Source: an optimization exercise on an open RTL-to-GDS flow (aim: small area). Production flows keep margins and buffers that such runs may drop.
The RTL was checked by simulation tests, not by an equivalence proof against the original design.

--- flow/design.v ---
module mac_sd(X, A, C, ACC, S);
input	[15:0]	X;
input	[7:0]	A;
input	[7:0]	C;
input	[15:0]	ACC;
output	[15:0]	S;
wire [7:0] pos = A & ~C;
wire [7:0] neg = C & ~A;
wire [4:0]  t0 = X[15:11];
wire [5:0]  t1 = X[15:10];
wire [6:0]  t2 = X[15:9];
wire [7:0]  t3 = X[15:8];
wire [8:0]  t4 = X[15:7];
wire [9:0]  t5 = X[15:6];
wire [10:0] t6 = X[15:5];
wire [11:0] t7 = X[15:4];
wire [4:0]  v0 = ((t0 & {5{pos[0]}})  | (~t0 & {5{neg[0]}}))  ^ 5'h10;
wire [5:0]  v1 = ((t1 & {6{pos[1]}})  | (~t1 & {6{neg[1]}}))  ^ 6'h20;
wire [6:0]  v2 = ((t2 & {7{pos[2]}})  | (~t2 & {7{neg[2]}}))  ^ 7'h40;
wire [7:0]  v3 = ((t3 & {8{pos[3]}})  | (~t3 & {8{neg[3]}}))  ^ 8'h80;
wire [8:0]  v4 = ((t4 & {9{pos[4]}})  | (~t4 & {9{neg[4]}}))  ^ 9'h100;
wire [9:0]  v5 = ((t5 & {10{pos[5]}}) | (~t5 & {10{neg[5]}})) ^ 10'h200;
wire [10:0] v6 = ((t6 & {11{pos[6]}}) | (~t6 & {11{neg[6]}})) ^ 11'h400;
wire [11:0] v7 = ((t7 & {12{pos[7]}}) | (~t7 & {12{neg[7]}})) ^ 12'h800;
wire [3:0] ncnt = neg[0] + neg[1] + neg[2] + neg[3] + neg[4] + neg[5] + neg[6] + neg[7];
assign S = ACC + v0 + v1 + v2 + v3 + v4 + v5 + v6 + v7 + ncnt + 16'hF010;
endmodule
module audio_mixer(
	clk,
	nRst,
	ad_ws,
	ad_bck,
	ad_di,
	ad_do,
	ad_l3md,
	ad_l3clk,
	ad_l3data,
	mcu_data,
	mcu_wr,
	mcu_cmd_data_sw,
	mcu_l3md,
	mcu_l3clk,
	mcu_l3data,
	mcu_cs1,
	mcu_cs0,
	led
);
input		clk;
input		nRst;
output	[3:0]	ad_ws;
output	[3:0]	ad_bck;
input	[3:0]	ad_di;
output	[3:0]	ad_do;
output	[3:0]	ad_l3md;
output	[3:0]	ad_l3clk;
output	[3:0]	ad_l3data;
input	[7:0]	mcu_data;
input		mcu_wr;
input		mcu_cmd_data_sw;
input		mcu_l3md;
input		mcu_l3clk;
input		mcu_l3data;
input		mcu_cs1;
input		mcu_cs0;
output	[2:0]	led;
reg	[8:0]	cnt;
reg		boot;		 
always @(posedge clk or negedge nRst)
	if (!nRst) begin
		cnt <= 9'd0;
		boot <= 1'b1;
	end else begin
		cnt <= cnt + 9'd1;
		boot <= 1'b0;
	end
wire	ws_edge  = (cnt[7:0] == 8'd0);		 
wire	ws_rise  = ws_edge & ~cnt[8];
wire	ws_fall  = ws_edge &  cnt[8];
wire	bck_rise = (cnt[3:0] == 4'd8);		 
wire	tx_shift = (cnt[3:0] == 4'd3) & (cnt[7:4] != 4'd0);
wire	tx_zero  = boot | (cnt[7:2] == 6'd0 && cnt[1:0] != 2'd0);
wire	par = cnt[8] ^ ws_edge;
assign ad_ws  = {4{~cnt[8]}};
assign ad_bck = {4{cnt[3]}};
wire [1:0] cs = {mcu_cs1, mcu_cs0};
genvar gk;
generate for (gk = 0; gk < 4; gk = gk + 1) begin : l3
	assign ad_l3md[gk]   = (cs == gk) ? mcu_l3md   : 1'b1;
	assign ad_l3clk[gk]  = (cs == gk) ? mcu_l3clk  : 1'b1;
	assign ad_l3data[gk] = (cs == gk) ? mcu_l3data : 1'b1;
end endgenerate
assign led = {3{ad_di[0]}};
reg	[15:0]	rx0, rx1, rx2, rx3;
reg	[15:0]	dl0, dl1, dl2, dl3;		 
reg	[15:0]	dr0, dr1, dr2, dr3;		 
reg		zl, zr;
always @(posedge clk)
	if (bck_rise) begin
		rx0 <= {rx0[14:0], ad_di[0]};
		rx1 <= {rx1[14:0], ad_di[1]};
		rx2 <= {rx2[14:0], ad_di[2]};
		rx3 <= {rx3[14:0], ad_di[3]};
	end
always @(posedge clk)
	if (ws_rise) begin
		dl0 <= rx0; dl1 <= rx1; dl2 <= rx2; dl3 <= rx3;
	end
always @(posedge clk)
	if (ws_fall) begin
		dr0 <= rx0; dr1 <= rx1; dr2 <= rx2; dr3 <= rx3;
	end
always @(posedge clk or negedge nRst)
	if (!nRst) begin
		zl <= 1'b1;
		zr <= 1'b1;
	end else begin
		if (ws_rise & ~boot) zl <= 1'b0;
		if (ws_fall) zr <= 1'b0;
	end
wire	cmd_wr  = mcu_wr &  mcu_cmd_data_sw;
wire	data_wr = mcu_wr & ~mcu_cmd_data_sw;
reg	[7:6]	cmd_hi;
reg	[5:0]	cmd_lo;
wire	[7:0]	cmd_r = {cmd_hi, cmd_lo};
always @(posedge clk or negedge nRst)
	if (!nRst)
		cmd_hi <= 2'b00;
	else if (cmd_wr)
		cmd_hi <= mcu_data[7:6];
always @(posedge clk)
	if (cmd_wr)
		cmd_lo <= mcu_data[5:0];
wire	tvalid = (cmd_r[7:6] == 2'b11);
wire	gain_we = data_wr & tvalid;
reg	[511:0]	gv;
reg	[63:0]	gf;
genvar gi;
generate for (gi = 0; gi < 64; gi = gi + 1) begin : gain
	always @(posedge clk)
		if (gain_we && cmd_r[5:0] == gi)
			gv[gi*8 +: 8] <= mcu_data;
	always @(posedge clk or negedge nRst)
		if (!nRst)
			gf[gi] <= 1'b0;
		else if (gain_we && cmd_r[5:0] == gi)
			gf[gi] <= 1'b1;
end endgenerate
reg	[5:0]	ecnt;		 
reg		hv;		 
reg	[7:0]	hg;		 
reg	[4:0]	hp;		 
reg		pend;		 
reg	[7:0]	cur;		 
reg	[7:0]	orig;		 
reg	[15:0]	acc0, acc1, acc2, acc3;
reg	[15:0]	out0, out1, out2, out3;
reg	[15:0]	tx0, tx1, tx2, tx3;
wire	[4:0]	tp = {cmd_r[5:4], cmd_r[2:0]};
wire		trel = tvalid & (cmd_r[3] == par);
wire		tdone = trel & ({1'b0, tp} < ecnt);
wire		capture = data_wr & tdone & ~pend;
wire		op = pend & (cmd_wr | ws_edge);
wire		proc = hv & ~op;
wire		rd = ~ecnt[5] & ~capture & (~hv | proc);
wire	[5:0]	eaddr = {ecnt[4:3], par, ecnt[2:0]};
wire	[5:0]	maddr = capture ? cmd_r[5:0] : eaddr;
wire	[7:0]	mraw = gv[maddr*8 +: 8];
wire		mflag = gf[maddr];
wire	[7:0]	mval = mflag ? mraw : 8'h80;
wire	[7:0]	rdval = (gain_we && cmd_r[5:0] == eaddr) ? mcu_data : mval;
wire	[2:0]	ui = op ? cmd_r[2:0] : hp[2:0];
wire	[1:0]	uk = op ? cmd_r[5:4] : hp[4:3];
wire	[7:0]	ua = op ? cur : hg;
wire	[7:0]	uc = op ? orig : 8'h00;
wire		first = ~op & (hp[2:0] == 3'd0);
reg	[15:0]	xm;
always @(*)
	case (ui)
	3'd0: xm = dl0;
	3'd1: xm = dr0;
	3'd2: xm = dl1;
	3'd3: xm = dr1;
	3'd4: xm = dl2;
	3'd5: xm = dr2;
	3'd6: xm = dl3;
	default: xm = dr3;
	endcase
wire	[15:0]	x = (ui[0] ? zr : zl) ? 16'd0 : xm;
reg	[15:0]	accs;
always @(*)
	case (uk)
	2'd0: accs = acc0;
	2'd1: accs = acc1;
	2'd2: accs = acc2;
	default: accs = acc3;
	endcase
wire	[15:0]	sum;
mac_sd mac(.X(x), .A(ua), .C(uc), .ACC(first ? 16'd0 : accs), .S(sum));
wire	wacc = (op | proc) & ~ws_edge;
always @(posedge clk) begin
	if (wacc && uk == 2'd0) acc0 <= sum;
	if (wacc && uk == 2'd1) acc1 <= sum;
	if (wacc && uk == 2'd2) acc2 <= sum;
	if (wacc && uk == 2'd3) acc3 <= sum;
end
always @(posedge clk or negedge nRst)
	if (!nRst) begin
		out0 <= 16'd0; out1 <= 16'd0; out2 <= 16'd0; out3 <= 16'd0;
	end else if (ws_edge & ~boot) begin
		out0 <= (op && uk == 2'd0) ? sum : acc0;
		out1 <= (op && uk == 2'd1) ? sum : acc1;
		out2 <= (op && uk == 2'd2) ? sum : acc2;
		out3 <= (op && uk == 2'd3) ? sum : acc3;
	end
always @(posedge clk)
	if (ws_edge) begin
		ecnt <= 6'd0;
		hv <= 1'b0;
		pend <= 1'b0;
	end else begin
		if (rd) begin
			hv <= 1'b1;
			ecnt <= ecnt + 6'd1;
		end else if (proc)
			hv <= 1'b0;
		if (capture)
			pend <= 1'b1;
		else if (cmd_wr)
			pend <= 1'b0;
	end
always @(posedge clk) begin
	if (rd) begin
		hg <= rdval;
		hp <= ecnt[4:0];
	end
	if (capture)
		orig <= mval;
	if (data_wr)
		cur <= mcu_data;
end
always @(posedge clk)
	if (ws_edge) begin
		tx0 <= out0; tx1 <= out1; tx2 <= out2; tx3 <= out3;
	end else if (tx_shift) begin
		tx0 <= {tx0[14:0], 1'b0}; tx1 <= {tx1[14:0], 1'b0};
		tx2 <= {tx2[14:0], 1'b0}; tx3 <= {tx3[14:0], 1'b0};
	end
assign ad_do = tx_zero ? 4'd0 : {tx3[15], tx2[15], tx1[15], tx0[15]};
endmodule
--- flow/run.sh ---
#!/bin/bash
# synth_recipe.tcl (not shown) runs the flow's synth.tcl, then flattens the netlist and writes it again
# the make line also repeats each setting of config.mk as NAME=value (left out here)
make -C /OpenROAD-flow-scripts/flow DESIGN_CONFIG=/design/flow/config.mk WORK_HOME=/design/flow/orfs CLKGATE_MAP_FILE= SYNTH_SCRIPT=/design/flow/synth_recipe.tcl finish
--- flow/config.mk ---
export PLATFORM = sky130hd
export DESIGN_NAME = audio_mixer
export DESIGN_NICKNAME = audio_mixer
export VERILOG_FILES = /design/flow/design.v
export SDC_FILE = /design/flow/constraint.sdc
export NUM_CORES = 4
export LEC_CHECK = 0
export CAP_MARGIN = 20
export CORE_MARGIN = 2
export CORE_UTILIZATION = 45
export PLACE_DENSITY = 0.55
export SLEW_MARGIN = 20
--- flow/constraint.sdc ---
create_clock -name core_clock -period 20.0 [get_ports {clk}]
set_input_delay 4.0000 -clock core_clock [delete_from_list [all_inputs] [get_ports {clk}]]
set_output_delay 4.0000 -clock core_clock [all_outputs]
set_load 0.01 [all_outputs]
==> results of run 1 <==
[metrics by stage]
stage               util, %  setup slack, ns
detailed placement     47.1             6.37
global placement       47.1             6.57
floorplan                 -             7.79
CTS                    50.6             7.08
finish                 50.7             7.07
global route           50.7             6.52
[critical path: cells and delay by family]
family | cells | cell delay [ns]
AOI/OAI and AO/OA | 10 | 2.05
xor gates and xnor gates | 2 | 0.53
adders and majority gates | 11 | 4.96
buffers and inverters | 8 | 1.42
and+or+nand+nor | 2 | 0.37
[sequential cells by signal, summed over array words and instances, names as in the netlist, 16 cells and up]
signal / flops
out3: 16
rx1: 16
tx0: 16
out2: 16
tx1: 16
out0: 16
out1: 16
tx2: 16
acc0: 16
acc1: 16
rx2: 16
acc2: 16
gf: 64
gv: 512
acc3: 16
rx3: 16
tx3: 16
rx0: 16
[kinds of logic (layout without fill, tap and decap cells)]
| kind of cell | Yosys count | after routing | synth area share [%] |
|---|---|---|---|
| AOI/OAI and AO/OA | 417 | 417 | 6.64 |
| and+or+nand+nor | 1524 | 1524 | 15.4 |
| other | 1 | 1 | 0.00852 |
| DFF | 985 | 985 | 65.4 |
| muxes | 163 | 163 | 4.30 |
| xor gates and xnor gates | 32 | 32 | 0.654 |
| adders and majority gates | 124 | 124 | 4.56 |
| buffers and inverters | 296 | 388 | 3.05 |
[worst min-delay path by stage]
stage / from / endpoint / slack (ns) / cells past startpoint
after CTS: rx1[3] / rx1[4] / 0.42 / 0
after global placement: rx0[0] / rx0[1] / 0.40 / 0
after floorplan: rx0[0] / rx0[1] / 0.40 / 0
after detailed placement: rx1[3] / rx1[4] / 0.41 / 0
after global routing: rx1[3] / rx1[4] / 0.43 / 0
final: rx1[3] / rx1[4] / 0.42 / 0
[per-layer routing]
layer  routed length, um  vias to the layer above  share of wire (%)
met5                   0                        -                  0
met3                7700                      212                6.5
met2               58200                     1011                 49
met4                3570                        0                3.0
li1                    -                    12763                  -
met1               49200                    14118                 41
[cells in the final DEF, fill, tap and decap left out, drive strengths merged, types with 12 or more instances in the layout]
cell type      synthesis  routed
nand2                844     844
edfxtp               835     835
nor2                 216     216
nand3                182     182
clkbuf                88     146
dfrtp                139     139
mux2i                127     127
inv                   90      95
a31oi                 88      88
or2                   72      72
o21ai                 68      68
buf                  118      65
a21oi                 63      63
ha                    63      63
fa                    61      61
and3                  58      58
a22oi                 48      48
nand4                 42      42
clkdlybuf4s50          0      38
clkinv                 0      32
nand2b                24      24
xnor2                 23      23
and2                  19      19
mux4                  18      18
mux2                  18      18
nor2b                 16      16
nor3                  14      14
o2111ai               13      13
o31ai                 13      13
a22o                  12      12
[layout make-up]
type,instances,area share (%)
clock buffer,146,5.85
multi-input combinational,2261,28.6
sequential,985,58.7
tap,1276,3.25
clock inverter,49,1.17
inverter,90,0.688
timing repair buffer,103,1.77
==> results by group, run 1 <==
Status
  – Status: timing/DRC/antenna clean

Timing
  – RSZ-0062 raised after global routing: no
  – Fin crit period: 12.93 ns
  – Max Freq: 77.3 MHz
  – Tightest Pin Transition: 1.12 ns
  – Clk_skew: 0.0694 ns
  – Rel. slew slack: 25.2%
  – Final setup violation count: 0
  – Hold_ws: approximately 0.42 ns
  – Fin Setup TNS: 0 ns
  – Crit share post-route: 64.6%
  – Final hold vios: 0
  – Max Slew Vio Count: 0

Routing
  – DRT Wirelength: 119000 um
  – DRC errors left: 0
  – WL/cell: between 20 and 25 um
  – Initial drt markers: 2597
  – Vias: 28104
  – Vias/cell: 5.72
  – Pre-antenna DRT Iters: 8
  – Number of routed nets with antenna violations: 0

Setup path
  – Worst setup startpoint: mcu_wr
  – Crit-path slowest cell: fa_1
  – Crit path largest cell delay: 0.56 ns
  – Reg2reg start: cnt[0]
  – Critical path required time: 20.40 ns
  – CP Max Fanout: 21
  – Crit Path Class: in -> reg
  – Setup crit start kind: input pin
  – Crit path top cell by count: fa_1
  – R2r setup slk: 9.89 ns
  – CP Data Arrival Time: 13.33 ns
  – Setup crit end: acc0[14]
  – Reg2reg path depth: 36
  – R2r endpoint: acc0[14]
  – Worst setup EP type: register

GRT
  – Initial antenna violation count: 0
  – First-pass GRT wire length: 179000 um
  – Largest net degree at the start of global routing: 158
  – Total track usage: 23.9%
  – Vias in the first global route: 28329
  – M1 GR Usage: 32.2%
  – Grt total ovfl: 0
  – Global Route met2 Usage: between 40% and 50%
  – GR Util met3: 3.61%
  – Top Usage Layer GRT: met2

Floorplan
  – Initial Utilization: 45.5%
  – Site Rows: 114
  – Total Die Area: 100000 um^2
  – Number of I/O pins: 48
  – Die Wd: 317 um
  – Core area: 96900 um^2
  – Die height: 317 um

Logic synthesis
  – Syn Nets: 3687
  – Number of distinct library cells after synthesis: 85
  – Share of the synthesized area in the top cell type: a little under three fifths
  – Asr flop ratio synth: ~14%
  – Synth area leader: edfxtp_1
  – Ys Warns: 1
  – Synth Flop Type: edfxtp_1
  – Commonest cells in the netlist: 842 x nand2_1, 835 x edfxtp_1, 213 x nor2_1
  – Most frequent cell after synthesis: nand2_1
  – Number of synthesized flops with an enable pin: 835
  – Ranking of synthesized cells by area: edfxtp_1 57%, dfrtp_1 7.9%, nand2_1 7.2%
  – Mapped Avg Cell Area: 12.4 um^2
  – Synth Cell Area: 44000 um^2
  – #FFs+latches synth: 985
  – Post-synthesis cell count: 3542
  – Seq/Total Area, Yosys: 65.4%

Cells and area
  – Layout fillers: 8325
  – Area delta synth->final: 11.4%
  – Sequential Area: 28800 um^2
  – Diode count: 0
  – Nets: 3690
  – Area of the multi-input gates: 14000 um^2
  – Post-route cell area: 49100 um^2
  – Share of layout cells above drive strength 1: 10.6%
  – Non-Filler Instances: just under 5000

CTS
  – Longest Clk Path Bufs: 3
  – CTS root buf: clkbuf_16
  – Cts hold-fix bufs: 0
  – Post-CTS resize count: 0
  – H-tree levels: 3
  – Post-CTS setup buffers: 0
  – Num CTS Buffers: 104
  – Clock transition at the registers of the reported paths: 0.06 ns
  – Worst skew pair latency: 0.71 ns
  – CTS tree: done
  – # clock sinks: 985

Flow run
  – Max-cap violations: 0

Placed design
  – Placed cells: 4714
  – DP HPWL: 75200 um
  – Port Buffers: between 40 and 50
  – GPL Wtd Cong: ~0.89
  – Placed Area: 45600 um^2

Hold path
  – Worst hold path type: reg -> reg
==> run 2: changes to the inputs <==
--- a/flow/design.v
+++ b/flow/design.v
@@ -196,21 +196,17 @@
 	endcase
 wire	[15:0]	sum;
 mac_sd mac(.X(x), .A(ua), .C(uc), .ACC(first ? 16'd0 : accs), .S(sum));
-wire	wacc = (op | proc) & ~ws_edge;
+wire	wacc = op | proc;
 always @(posedge clk) begin
 	if (wacc && uk == 2'd0) acc0 <= sum;
 	if (wacc && uk == 2'd1) acc1 <= sum;
 	if (wacc && uk == 2'd2) acc2 <= sum;
 	if (wacc && uk == 2'd3) acc3 <= sum;
 end
-always @(posedge clk or negedge nRst)
-	if (!nRst) begin
-		out0 <= 16'd0; out1 <= 16'd0; out2 <= 16'd0; out3 <= 16'd0;
-	end else if (ws_edge & ~boot) begin
-		out0 <= (op && uk == 2'd0) ? sum : acc0;
-		out1 <= (op && uk == 2'd1) ? sum : acc1;
-		out2 <= (op && uk == 2'd2) ? sum : acc2;
-		out3 <= (op && uk == 2'd3) ? sum : acc3;
+wire	out_ld = (cnt[7:0] == 8'd1);
+always @(posedge clk)
+	if (out_ld) begin
+		out0 <= acc0; out1 <= acc1; out2 <= acc2; out3 <= acc3;
 	end
 always @(posedge clk)
 	if (ws_edge) begin
@@ -245,5 +241,5 @@
 		tx0 <= {tx0[14:0], 1'b0}; tx1 <= {tx1[14:0], 1'b0};
 		tx2 <= {tx2[14:0], 1'b0}; tx3 <= {tx3[14:0], 1'b0};
 	end
-assign ad_do = tx_zero ? 4'd0 : {tx3[15], tx2[15], tx1[15], tx0[15]};
+assign ad_do = (tx_zero | zl) ? 4'd0 : {tx3[15], tx2[15], tx1[15], tx0[15]};
 endmodule
--- a/flow/config.mk
+++ b/flow/config.mk
@@ -7,6 +7,9 @@
 export LEC_CHECK = 0
 export CAP_MARGIN = 20
 export CORE_MARGIN = 2
-export CORE_UTILIZATION = 45
-export PLACE_DENSITY = 0.55
+export CORE_UTILIZATION = 65
+export CTS_BUF_LIST = sky130_fd_sc_hd__clkbuf_8 sky130_fd_sc_hd__clkbuf_16
+export CTS_CLUSTER_DIAMETER = 70
+export CTS_CLUSTER_SIZE = 28
+export PLACE_DENSITY = 0.75
 export SLEW_MARGIN = 20
==> run 2 against run 1 <==
Register-to-register slack worse by 0.18 ns. Core utilization is 19 points higher. Clock skew is 0.019 ns lower.
==> results by group, run 2 <==
Logic synthesis
  – Syn Nets: 3234 (-12%)
  – Number of distinct library cells after synthesis: 86 (+1.2%)
  – Synth area leader: edfxtp_1
  – Ranking of synthesized cells by area: edfxtp_1 62%, dfrtp_1 4.3%, nand2_1 4.2%
  – Post-synthesis cell count: 3088 (-13%)
  – Mapped Avg Cell Area: 14.0 um^2 (+13%)
  – #FFs+latches synth: 985 (unchanged)
  – Number of synthesized flops with an enable pin: 899 (+7.7%)
  – Ys Warns: 1 (unchanged)
  – Synth Flop Type: edfxtp_1
  – Asr flop ratio synth: 7.92% (-6.5 points)
  – Seq/Total Area, Yosys: 67.4% (+2.0 points)
  – Synth Cell Area: 43200 um^2 (-1.9%)
  – Most frequent cell after synthesis: edfxtp_1
  – Commonest cells in the netlist: 899 x edfxtp_1, 478 x nand2_1, 167 x nand3_1
  – Share of the synthesized area in the top cell type: 62.5% (+5.6 points)

Floorplan
  – Die height: 262 um (-17%)
  – Site Rows: 94 (-18%)
  – Die Wd: 262 um (-17%)
  – Total Die Area: 68500 um^2 (-32%)
  – Initial Utilization: 65.7% (+20 points)
  – Number of I/O pins: 48 (unchanged)
  – Core area: 65700 um^2 (-32%)

Cells and area
  – Nets: 3189 (-14%)
  – Post-route cell area: 45900 um^2 (-6.5%)
  – Largest regs: gv: 512 flops, gf: 64 flops
  – Diode count: 0 (unchanged)
  – Share of layout cells above drive strength 1: 11.0% (+0.41 points)
  – Reg with most FFs: gv
  – Area delta synth->final: 6.25%
  – Most frequent cells in the layout: 899 x edfxtp_1, 478 x nand2_1, 166 x nand3_1
  – Final Core Density: 69.8% (+19 points)
  – Number of flip-flops in the largest register: 512 (unchanged)
  – Commonest non-fill, non-tap cell in the layout: edfxtp_1
  – Layout fillers: 4346 (-48%)

Routing
  – Vias: 25446 (-9.5%)
  – WL/cell: 25.4 um (+5.2%)
  – Pre-antenna DRT Iters: 6 (-2)
  – DRT Wirelength: 100000 um (-15%)
  – Number of routed nets with antenna violations: 0 (unchanged)
  – Initial drt markers: 3111 (+20%)
  – Vias/cell: 6.45 (+13%)
  – DRC errors left: 0 (unchanged)

Timing
  – Rel. slew slack: 23.5% (-1.8 points)
  – RSZ-0062 raised after global routing: no
  – Fin crit period: 13.57 ns (+0.638 ns)
  – Final setup violation count: 0 (unchanged)
  – Tightest Pin Transition: 1.13 ns (+0.00839 ns)
  – Max Slew Vio Count: 0 (unchanged)
  – Crit share post-route: 67.8% (+3.2 points)
  – Max Freq: 73.7 MHz (-4.7%)
  – Fin Setup TNS: 0 ns (unchanged)
  – Final hold vios: 0 (unchanged)
  – Clk_skew: 0.0504 ns (-0.0189 ns)

Setup path
  – R2r setup slk: 9.71 ns (-0.18 ns)
  – Crit Path Class: in -> reg
  – Crit path largest cell delay: 0.67 ns (+0.11 ns)
  – Critical path required time: 20.43 ns (+0.03 ns)
  – Setup crit start kind: input pin
  – Crit-path slowest cell: nor2_4
  – Worst setup EP type: register
  – CP Data Arrival Time: 14.00 ns (+0.67 ns)
  – CP Max Fanout: 42 (+100%)
  – Crit path top cell by count: fa_1

CTS
  – Num CTS Buffers: 48 (-54%)
  – H-tree levels: 2 (-1)
  – CTS root buf: clkbuf_16
  – Post-CTS resize count: 0 (unchanged)
  – Longest Clk Path Bufs: 3 (unchanged)
  – Clock transition at the registers of the reported paths: 0.10 ns (+0.04 ns)
  – Post-CTS setup buffers: 0 (unchanged)
  – CTS tree: done
  – # clock sinks: 985 (unchanged)
  – Cts hold-fix bufs: 0 (unchanged)
  – Worst skew pair latency: 0.66 ns (-0.05 ns)

Placed design
  – DP HPWL: 65100 um (-13%)
  – Placed Area: 44200 um^2 (-3.2%)
  – Port Buffers: 47 (unchanged)
  – GPL Wtd Cong: 0.964 (+8.0%)

Status
  – Status: timing/DRC/antenna clean

GRT
  – Largest net degree at the start of global routing: 205 (+30%)
  – First-pass GRT wire length: 152000 um (-15%)
  – Grt total ovfl: 0 (unchanged)
  – Vias in the first global route: 25031 (-12%)
  – Initial antenna violation count: 0 (unchanged)
  – Total track usage: 29.7% (+5.7 points)

Flow run
  – Max-cap violations: 0 (unchanged)

Hold path
  – Worst hold path type: reg -> reg
-- run 2: cell count changes after synthesis, moves of 25 or more --
cell      previous run  this run
dfrtp_1            139        75
a211oi_1             9        34
nand4_1             42        71
edfxtp_1           835       899
and3_1              58        19
nand2_1            842       478
a31oi_1             88        15
mux2_2              17        81
nor2_1             213       141
mux2i_1            125       150
inv_1               88       120
-- run 2: final timing paths --
kind / end / depth (start not counted) / startpoint
max: acc0[15] / 33 / mcu_wr
min: rx3[4] / 0 / rx3[3]
max reg2reg: acc0[15] / 29 / cnt[0]
min reg2reg: rx3[4] / 0 / rx3[3]
max in group asynchronous: gf[25] / 1 / nRst
min in group asynchronous: gf[1] / 1 / nRst
-- run 2: cell families (layout without fill, tap and decap cells) --
group                    after synthesis  in the layout  synth area share [%]
flip-flops                           985            985                  67.4
XOR/XNOR                              32             32                 0.710
other                                  1              1               0.00868
AND/OR/NAND/NOR                     1054           1054                  11.5
multiplexers                         254            254                  6.73
buffers and inverters                298            290                  3.19
AO/OA/AOI/OAI                        339            339                  5.76
adder cells (fa/ha/maj)              125            125                  4.68
-- run 2: metrics by stage --
stage	setup slack (ns)	instances	hold slack (ns)
finish	6.43	3944	0.425
global route	5.77	3944	0.436
CTS	6.49	3941	0.428
detailed placement	5.86	3854	0.405
global placement	6.07	3854	0.401
floorplan	7.43	3088	0.400
-- run 2: layout make-up --
class                           instances  area [um^2]  share of cell area, %
Multi-Input combinational cell       1805        12900                   28.0
Sequential cell                       985        29100                   63.4
Clock inverter                         35          383                  0.834
Timing Repair Buffer                   83          737                   1.61
Tap cell                              864         1080                   2.36
Clock buffer                           52         1280                   2.79
Inverter                              120          450                  0.981
-- run 2: layer usage --
metal  GRT usage [%]  vias to the layer above  share of wire, %
li1                -                    11295                 -
met1            41.1                    12817                40
met2            48.5                     1121                49
met3            3.57                      213               6.7
met4            12.4                        0               4.4
met5               0                        -                 0
-- run 2: critical path: cells and delay by family --
kind                       cells  cell delay, ns
AOI/OAI and AO/OA             13            3.37
xor gates and xnor gates       1            0.29
adders and majority gates      6            2.88
buffers and inverters          7            1.84
muxes                          1            0.12
and+or+nand+nor                5            1.46
==> run 3: changes to the inputs <==
--- a/flow/design.v
+++ b/flow/design.v
@@ -22,8 +22,7 @@
 wire [9:0]  v5 = ((t5 & {10{pos[5]}}) | (~t5 & {10{neg[5]}})) ^ 10'h200;
 wire [10:0] v6 = ((t6 & {11{pos[6]}}) | (~t6 & {11{neg[6]}})) ^ 11'h400;
 wire [11:0] v7 = ((t7 & {12{pos[7]}}) | (~t7 & {12{neg[7]}})) ^ 12'h800;
-wire [3:0] ncnt = neg[0] + neg[1] + neg[2] + neg[3] + neg[4] + neg[5] + neg[6] + neg[7];
-assign S = ACC + v0 + v1 + v2 + v3 + v4 + v5 + v6 + v7 + ncnt + 16'hF010;
+assign S = ACC + v0 + v1 + v2 + v3 + v4 + v5 + v6 + v7 + neg[0] + neg[1] + neg[2] + neg[3] + neg[4] + neg[5] + neg[6] + neg[7] + 16'hF010;
 endmodule
 module audio_mixer(
 	clk,
@@ -77,7 +76,6 @@
 wire	ws_rise  = ws_edge & ~cnt[8];
 wire	ws_fall  = ws_edge &  cnt[8];
 wire	bck_rise = (cnt[3:0] == 4'd8);		 
-wire	tx_shift = (cnt[3:0] == 4'd3) & (cnt[7:4] != 4'd0);
 wire	tx_zero  = boot | (cnt[7:2] == 6'd0 && cnt[1:0] != 2'd0);
 wire	par = cnt[8] ^ ws_edge;
 assign ad_ws  = {4{~cnt[8]}};
@@ -90,16 +88,16 @@
 	assign ad_l3data[gk] = (cs == gk) ? mcu_l3data : 1'b1;
 end endgenerate
 assign led = {3{ad_di[0]}};
-reg	[15:0]	rx0, rx1, rx2, rx3;
-reg	[15:0]	dl0, dl1, dl2, dl3;		 
-reg	[15:0]	dr0, dr1, dr2, dr3;		 
+reg	[15:4]	rx0, rx1, rx2, rx3;
+reg	[15:4]	dl0, dl1, dl2, dl3;		 
+reg	[15:4]	dr0, dr1, dr2, dr3;		 
 reg		zl, zr;
 always @(posedge clk)
-	if (bck_rise) begin
-		rx0 <= {rx0[14:0], ad_di[0]};
-		rx1 <= {rx1[14:0], ad_di[1]};
-		rx2 <= {rx2[14:0], ad_di[2]};
-		rx3 <= {rx3[14:0], ad_di[3]};
+	if (bck_rise && cnt[7:6] != 2'b11) begin
+		rx0 <= {rx0[14:4], ad_di[0]};
+		rx1 <= {rx1[14:4], ad_di[1]};
+		rx2 <= {rx2[14:4], ad_di[2]};
+		rx3 <= {rx3[14:4], ad_di[3]};
 	end
 always @(posedge clk)
 	if (ws_rise) begin
@@ -173,7 +171,7 @@
 wire	[7:0]	ua = op ? cur : hg;
 wire	[7:0]	uc = op ? orig : 8'h00;
 wire		first = ~op & (hp[2:0] == 3'd0);
-reg	[15:0]	xm;
+reg	[15:4]	xm;
 always @(*)
 	case (ui)
 	3'd0: xm = dl0;
@@ -185,7 +183,8 @@
 	3'd6: xm = dl3;
 	default: xm = dr3;
 	endcase
-wire	[15:0]	x = (ui[0] ? zr : zl) ? 16'd0 : xm;
+wire	[15:4]	xs = (ui[0] ? zr : zl) ? 12'd0 : xm;
+wire	[15:0]	x = {xs, 4'd0};
 reg	[15:0]	accs;
 always @(*)
 	case (uk)
@@ -237,9 +236,7 @@
 always @(posedge clk)
 	if (ws_edge) begin
 		tx0 <= out0; tx1 <= out1; tx2 <= out2; tx3 <= out3;
-	end else if (tx_shift) begin
-		tx0 <= {tx0[14:0], 1'b0}; tx1 <= {tx1[14:0], 1'b0};
-		tx2 <= {tx2[14:0], 1'b0}; tx3 <= {tx3[14:0], 1'b0};
-	end
-assign ad_do = (tx_zero | zl) ? 4'd0 : {tx3[15], tx2[15], tx1[15], tx0[15]};
+	end
+wire	[3:0]	bsel = ~(cnt[7:4] - {3'd0, (cnt[3:0] < 4'd4)});
+assign ad_do = (tx_zero | zl) ? 4'd0 : {tx3[bsel], tx2[bsel], tx1[bsel], tx0[bsel]};
 endmodule
==> run 3 against run 2 <==
Die area fell by 2.0%. Sequential cell count is 16 lower. Critical path type unchanged. Core utilization is 0.088 points lower. Largest cell class unchanged. Wire length is 0.83% lower. Non-clock buffer count rose by 9. Synthesized cell count down 3.2%. Worst setup slack gained 0.051 ns.
==> results by group, run 3 <==
Cells and area
  – Number of flip-flops in the largest register: 512 (unchanged)
  – Reg with most FFs: gv
  – Area delta synth->final: 6.20% (about the same)
  – Non-Filler Instances: 3858 (-2.2%)
  – Final Core Density: 69.7% (-0.088 points)
  – Share of layout cells above drive strength 1: 9.56% (-1.4 points)
  – Largest regs: gv: 512 flops, gf: 64 flops
  – Nets: 3109 (-2.5%)
  – Layout fillers: 4325 (-0.48%)
  – Commonest non-fill, non-tap cell in the layout: edfxtp_1
  – Most frequent cells in the layout: 883 x edfxtp_1, 486 x nand2_1, 213 x nand3_1

Setup path
  – CP Data Arrival Time: 13.92 ns (-0.08 ns)
  – Crit path largest cell delay: 0.64 ns (-0.03 ns)
  – Crit Path Class: in -> reg
  – Setup crit start kind: input pin
  – Worst setup EP type: register
  – CP Max Fanout: 75 (+79%)
  – Crit-path slowest cell: buf_4
  – Critical path required time: 20.40 ns (-0.03 ns)
  – Crit path top cell by count: fa_1

CTS
  – Num CTS Buffers: 47 (-2.1%)
  – Longest Clk Path Bufs: 3 (unchanged)
  – Post-CTS setup buffers: 0 (unchanged)
  – Worst skew pair latency: 0.64 ns (-0.02 ns)
  – Clock transition at the registers of the reported paths: 0.09 ns (about the same)
  – Post-CTS resize count: 0 (unchanged)
  – H-tree levels: 2 (unchanged)
  – CTS tree: done
  – # clock sinks: 969 (-1.6%)
  – Cts hold-fix bufs: 0 (unchanged)
  – CTS root buf: clkbuf_16

Timing
  – Final setup violation count: 0 (unchanged)
  – Final hold vios: 0 (unchanged)
  – Max Freq: 74.0 MHz (+0.38%)
  – Tightest Pin Transition: 1.21 ns (+0.0853 ns)
  – Fin Setup TNS: 0 ns (unchanged)
  – Max Slew Vio Count: 0 (unchanged)
  – Clk_skew: 0.0468 ns (-0.00358 ns)
  – Crit share post-route: 67.6% (-0.26 points)
  – RSZ-0062 raised after global routing: no
  – Rel. slew slack: 18.5% (-4.9 points)
  – Fin crit period: 13.52 ns (-0.0515 ns)
  – Setup ws final: 6.48 ns (+0.0515 ns)
  – Hold_ws: 0.426 ns (+0.000560 ns)

Logic synthesis
  – Synth area leader: edfxtp_1
  – Share of the synthesized area in the top cell type: 62.7% (+0.15 points)
  – Syn Nets: 3133 (-3.1%)
  – Ys Warns: 1 (unchanged)
  – #FFs+latches synth: 969 (-1.6%)
  – Ranking of synthesized cells by area: edfxtp_1 63%, dfrtp_1 4.4%, nand2_1 4.3%
  – Synth Cell Area: 42300 um^2 (-2.0%)
  – Number of synthesized flops with an enable pin: 883 (-1.8%)
  – Number of distinct library cells after synthesis: 93 (+8.1%)
  – Post-synthesis cell count: 2990 (-3.2%)
  – Commonest cells in the netlist: 883 x edfxtp_1, 486 x nand2_1, 213 x nand3_1
  – Most frequent cell after synthesis: edfxtp_1
  – Asr flop ratio synth: 8.05% (+0.13 points)
  – Seq/Total Area, Yosys: 67.7% (+0.26 points)
  – Synth Flop Type: edfxtp_1
  – Mapped Avg Cell Area: 14.2 um^2 (+1.2%)

Flow run
  – Max-cap violations: 0 (unchanged)

GRT
  – Total track usage: 30.0% (+0.28 points)
  – Largest net degree at the start of global routing: 92 (-55%)
  – First-pass GRT wire length: 151000 um (-0.99%)
  – Grt total ovfl: 0 (unchanged)
  – Initial antenna violation count: 1 (+1)
  – Vias in the first global route: 24642 (-1.6%)

Routing
  – Initial drt markers: 2854 (-8.3%)
  – DRC errors left: 0 (unchanged)
  – WL/cell: 25.8 um (+1.4%)
  – Vias: 24961 (-1.9%)
  – Met3 wire length: 7740 um (+14%)
  – Vias/cell: 6.47 (+0.28%)
  – Pre-antenna DRT Iters: 7 (+1)
  – Metal-1 WL: 39500 um (-2.0%)
  – Number of routed nets with antenna violations: 0 (unchanged)
  – DRT Wirelength: 99500 um (-0.83%)
  – Met2 Wirelength: 48500 um (-0.81%)
  – Highest routed layer: met4

Floorplan
  – Number of I/O pins: 48 (unchanged)
  – Initial Utilization: 65.7% (about the same)
  – Die height: 259 um (-1.0%)
  – Site Rows: 93 (-1.1%)
  – Total Die Area: 67200 um^2 (-2.0%)
  – Die Wd: 259 um (-1.0%)
  – Core area: 64500 um^2 (-1.9%)

Placed design
  – DP HPWL: 64800 um (-0.44%)
  – Placed cells: 3772 (-2.1%)
  – Post-place setup slack: 6.02 ns (+0.159 ns)
  – GPL Wtd Cong: 0.936 (-2.9%)
  – Port Buffers: 47 (unchanged)

Status
  – Status: timing/DRC/antenna clean

Hold path
  – Worst hold path type: reg -> reg
[run 3: stage by stage]
step           cell area, um^2
2_1_floorplan            42300
3_3_place_gp             43300
3_5_place_dp             43300
4_1_cts                  44900
5_1_grt                  44900
6_report                 44900
[run 3: final cells by class]
class	instances	area [um^2]	share of cell area, %
sequential	969	28600	63.7
antenna	1	2.50	0.00557
clock buffer	49	1200	2.68
multi-input combinational	1779	12600	28.0
clock inverter	36	417	0.927
timing repair buffer	92	766	1.70
tap	855	1070	2.38
inverter	77	289	0.643
[run 3: worst max-delay path, delay by kind of cell]
kind	cells	cell delay, ns
adders and majority gates	7	3.02
AOI/OAI and AO/OA	12	2.96
buffers and inverters	5	1.94
and+or+nand+nor	6	1.30
muxes	1	0.33
xor gates and xnor gates	1	0.32
[run 3: cell families after synthesis]
logic type / count (synthesis) / synth area share (%)
adder cells (fa/ha/maj): 122 / 4.69
AND/OR/NAND/NOR: 1079 / 11.9
other: 1 / 0.00886
XOR/XNOR: 32 / 0.751
AO/OA/AOI/OAI: 324 / 5.84
buffers and inverters: 242 / 2.93
flip-flops: 969 / 67.7
multiplexers: 221 / 6.23
[run 3: worst paths after layout]
kind / start / to / slack, ns / cells past startpoint
setup / recovery: mcu_cmd_data_sw / acc0[15] / 6.48 / 32
hold / removal: out3[12] / tx3[12] / 0.43 / 0
setup reg to reg: cnt[2] / acc0[15] / 9.65 / 30
hold reg to reg: out3[12] / tx3[12] / 0.43 / 0
max in group asynchronous: nRst / gf[2] / 15.54 / 2
min in group asynchronous: nRst / cnt[8] / 3.21 / 1
[run 3: per-layer routing]
layer / track usage, % / up-vias
li1: - / 11059
met1: 42.3 / 12508
met2: 48.6 / 1195
met3: 3.95 / 199
met4: 11.0 / 0
met5: 0 / -
==> run 4: changes to the inputs <==
--- a/flow/config.mk
+++ b/flow/config.mk
@@ -7,9 +7,9 @@
 export LEC_CHECK = 0
 export CAP_MARGIN = 20
 export CORE_MARGIN = 2
-export CORE_UTILIZATION = 65
+export CORE_UTILIZATION = 60
 export CTS_BUF_LIST = sky130_fd_sc_hd__clkbuf_8 sky130_fd_sc_hd__clkbuf_16
-export CTS_CLUSTER_DIAMETER = 70
-export CTS_CLUSTER_SIZE = 28
-export PLACE_DENSITY = 0.75
+export CTS_CLUSTER_DIAMETER = 60
+export CTS_CLUSTER_SIZE = 32
+export PLACE_DENSITY = 0.7
 export SLEW_MARGIN = 20
==> run 4 against run 3 <==
Critical endpoint is now acc3[15]. Cell count is 2.9% higher. First-iteration DRC count is 3.5% lower. Cell area is 1.7% higher. Wire length is 0.50% higher.
==> results by group, run 4 <==
Status
  – Status: timing/DRC/antenna clean

Logic synthesis
  – Ranking of synthesized cells by area: edfxtp_1 63%, dfrtp_1 4.4%, nand2_1 4.3%
  – Mapped Avg Cell Area: 14.2 um^2 (unchanged)
  – Most frequent cell after synthesis: edfxtp_1
  – Number of synthesized flops with an enable pin: 883 (unchanged)
  – Asr flop ratio synth: 8.05% (unchanged)
  – Syn Nets: 3133 (unchanged)
  – Ys Warns: 1 (unchanged)
  – Seq/Total Area, Yosys: 67.7% (unchanged)
  – Synth Cell Area: 42300 um^2 (unchanged)
  – Synth area leader: edfxtp_1
  – Number of distinct library cells after synthesis: 93 (unchanged)
  – Post-synthesis cell count: 2990 (unchanged)
  – Synth Flop Type: edfxtp_1
  – Commonest cells in the netlist: 883 x edfxtp_1, 486 x nand2_1, 213 x nand3_1
  – #FFs+latches synth: 969 (unchanged)
  – Share of the synthesized area in the top cell type: 62.7% (unchanged)

Floorplan
  – Core area: 69900 um^2 (+8.4%)
  – Die Wd: 270 um (+4.0%)
  – Initial Utilization: 60.5% (-5.1 points)
  – Die height: 270 um (+4.0%)
  – Site Rows: 97 (+4.3%)
  – Total Die Area: 72700 um^2 (+8.2%)
  – Number of I/O pins: 48 (unchanged)

Setup path
  – Worst setup EP type: register
  – CP Data Arrival Time: 13.59 ns (-0.33 ns)
  – CP bufs+invs: 4 (-1)
  – CP Max Fanout: 31 (-59%)
  – Crit path top cell by count: fa_1
  – Crit Path Class: in -> reg
  – Crit path max-delay family: compound AO/OA/AOI/OAI gates
  – Critical Path Stages: 29 (-9.4%)
  – Setup crit start kind: input pin
  – Crit path largest cell delay: 0.83 ns (+0.19 ns)
  – Reg2reg path depth: 28 (-6.7%)
  – R2r setup slk: 10.05 ns (+0.40 ns)
  – Crit-path slowest cell: mux2i_1
  – Critical path required time: 20.44 ns (+0.04 ns)

Routing
  – Vias: 24932 (-0.12%)
  – DRT Wirelength: 100000 um (+0.50%)
  – DRC errors left: 0 (unchanged)
  – Initial drt markers: 2755 (-3.5%)
  – WL/cell: 25.2 um (-2.3%)
  – Vias/cell: 6.28 (-2.9%)
  – Number of routed nets with antenna violations: 0 (unchanged)
  – Pre-antenna DRT Iters: 6 (-1)

Cells and area
  – Most frequent cells in the layout: 883 x edfxtp_1, 486 x nand2_1, 213 x nand3_1
  – Area delta synth->final: 8.00%
  – Largest regs: gv: 512 flops, gf: 64 flops
  – Non-Filler Instances: 3970 (+2.9%)
  – Commonest non-fill, non-tap cell in the layout: edfxtp_1
  – Reg with most FFs: gv
  – Number of flip-flops in the largest register: 512 (unchanged)
  – Share of layout cells above drive strength 1: 10.7% (+1.1 points)
  – Final Core Density: 65.4% (-4.3 points)
  – Nets: 3122 (+0.42%)

Timing
  – Max Slew Vio Count: 0 (unchanged)
  – Final hold vios: 0 (unchanged)
  – Setup ws final: 6.86 ns (+0.372 ns)
  – Crit share post-route: 65.7% (-1.9 points)
  – Max Freq: 76.1 MHz (+2.8%)
  – Fin Setup TNS: 0 ns (unchanged)
  – Clk_skew: 0.0460 ns (-0.000823 ns)
  – RSZ-0062 raised after global routing: no
  – Rel. slew slack: 20.1% (+1.6 points)
  – Fin crit period: 13.14 ns (-0.372 ns)
  – Final setup violation count: 0 (unchanged)
  – Tightest Pin Transition: 1.19 ns (-0.0234 ns)

Hold path
  – Hold path cells: 0 (unchanged)
  – Worst hold path type: reg -> reg

CTS
  – Clock transition at the registers of the reported paths: 0.10 ns (about the same)
  – CTS tree: done
  – Longest Clk Path Bufs: 3 (unchanged)
  – Post-CTS setup buffers: 0 (unchanged)
  – H-tree levels: 2 (unchanged)
  – # clock sinks: 969 (unchanged)
  – CTS root buf: clkbuf_16
  – Post-CTS resize count: 0 (unchanged)
  – Cts hold-fix bufs: 0 (unchanged)
  – Num CTS Buffers: 58 (+23%)
  – Worst skew pair latency: 0.67 ns (+0.03 ns)

GRT
  – Grt total ovfl: 0 (unchanged)
  – Vias in the first global route: 24797 (+0.63%)
  – First-pass GRT wire length: 152000 um (+0.86%)
  – Total track usage: 27.6% (-2.3 points)
  – Largest net degree at the start of global routing: 77 (-16%)
  – Initial antenna violation count: 1 (unchanged)

Placed design
  – DP HPWL: 65300 um (+0.76%)
  – GPL Wtd Cong: 0.927 (-0.89%)
  – Placed cells: 3859 (+2.3%)
  – Post-place setup slack: 6.29 ns (+0.267 ns)
  – Port Buffers: 47 (unchanged)

Flow run
  – Max-cap violations: 0 (unchanged)
[run 4: layout make-up]
| type | instances | area [um^2] |
|---|---|---|
| antenna | 2 | 5.00 |
| clock buffer | 60 | 1490 |
| clock inverter | 49 | 772 |
| fill | 4955 | 24200 |
| inverter | 77 | 289 |
| multi-input combinational | 1779 | 12600 |
| sequential | 969 | 28600 |
| tap | 940 | 1180 |
| timing repair buffer | 94 | 781 |
[run 4: path summary, 6_finish.rpt]
path,end,start
min in group asynchronous,cnt[2],nRst
hold reg to reg,tx1[6],out1[6]
setup reg to reg,acc3[15],cnt[2]
hold / removal,tx1[6],out1[6]
setup / recovery,acc3[15],mcu_wr
max in group asynchronous,gf[25],nRst
[run 4: stage by stage]
step	hold slack, ns	cell area, um^2
final	0.417	45700
after global routing	0.425	45700
after CTS	0.421	45700
after detailed placement	0.405	43400
after global placement	0.401	43400
after floorplan	0.400	42300
[run 4: worst register-to-register path, delay by kind of cell, from the launching register on]
kind,cells,cell delay (ns)
compound gates,12,3.15
fa+ha+maj,7,3.02
simple gates,6,1.91
mux,1,0.83
flops,1,0.48
xor+xnor,1,0.29
buf+inv,1,0.06
[run 4: cell families (layout without fill, tap and decap cells)]
| kind of cell | count (synthesis) | count (layout) | synth area share, % |
|---|---|---|---|
| xor gates and xnor gates | 32 | 32 | 0.751 |
| adders and majority gates | 122 | 122 | 4.69 |
| muxes | 221 | 221 | 6.23 |
| AOI/OAI and AO/OA | 324 | 324 | 5.84 |
| and+or+nand+nor | 1079 | 1079 | 11.9 |
| DFF | 969 | 969 | 67.7 |
| buffers and inverters | 242 | 280 | 2.93 |
| other | 1 | 3 | 0.00886 |
[run 4: metal layers]
metal	vias to the layer above	track usage [%]	share of wire, %
met5	-	0	0
met4	0	9.72	3.6
met3	209	4.29	7.4
li1	11100	-	-
met1	12572	38.0	40
met2	1051	45.4	49

-- static timing again, ports no longer ideal --
In the flow no input, the clock included, has a driving cell. The finished layouts below were timed again as built, in two steps.
Step 1: set_driving_cell puts a clkbuf_16 on clk and a buf_2 on each other input, an assumption about the parent block.
Step 2 moves the port delays by t, midway between the first and last clock arrival at a register: inputs arrive t later, outputs are due t later. That takes back most of the time a late clock gives input paths.
Slacks: no drivers / after step 1 / after step 2; pairs: no drivers / after step 1.
run	t (ns)	slack for setup (ns)	hold slack, ns
run 1	0.750	7.071 / 7.118 / 6.368	0.419 / 0.419 / 0.419
run 2	0.704	6.433 / 6.465 / 5.761	0.425 / 0.425 / 0.425
run 3	0.683	6.484 / 6.525 / 5.841	0.426 / 0.426 / 0.426
run 4	0.717	6.856 / 6.900 / 6.183	0.417 / 0.417 / 0.417
After both steps every run listed still meets setup and hold. The setup slack of run 1, which loses most, moves by +0.047 ns with the drivers and by -0.703 ns with both steps.
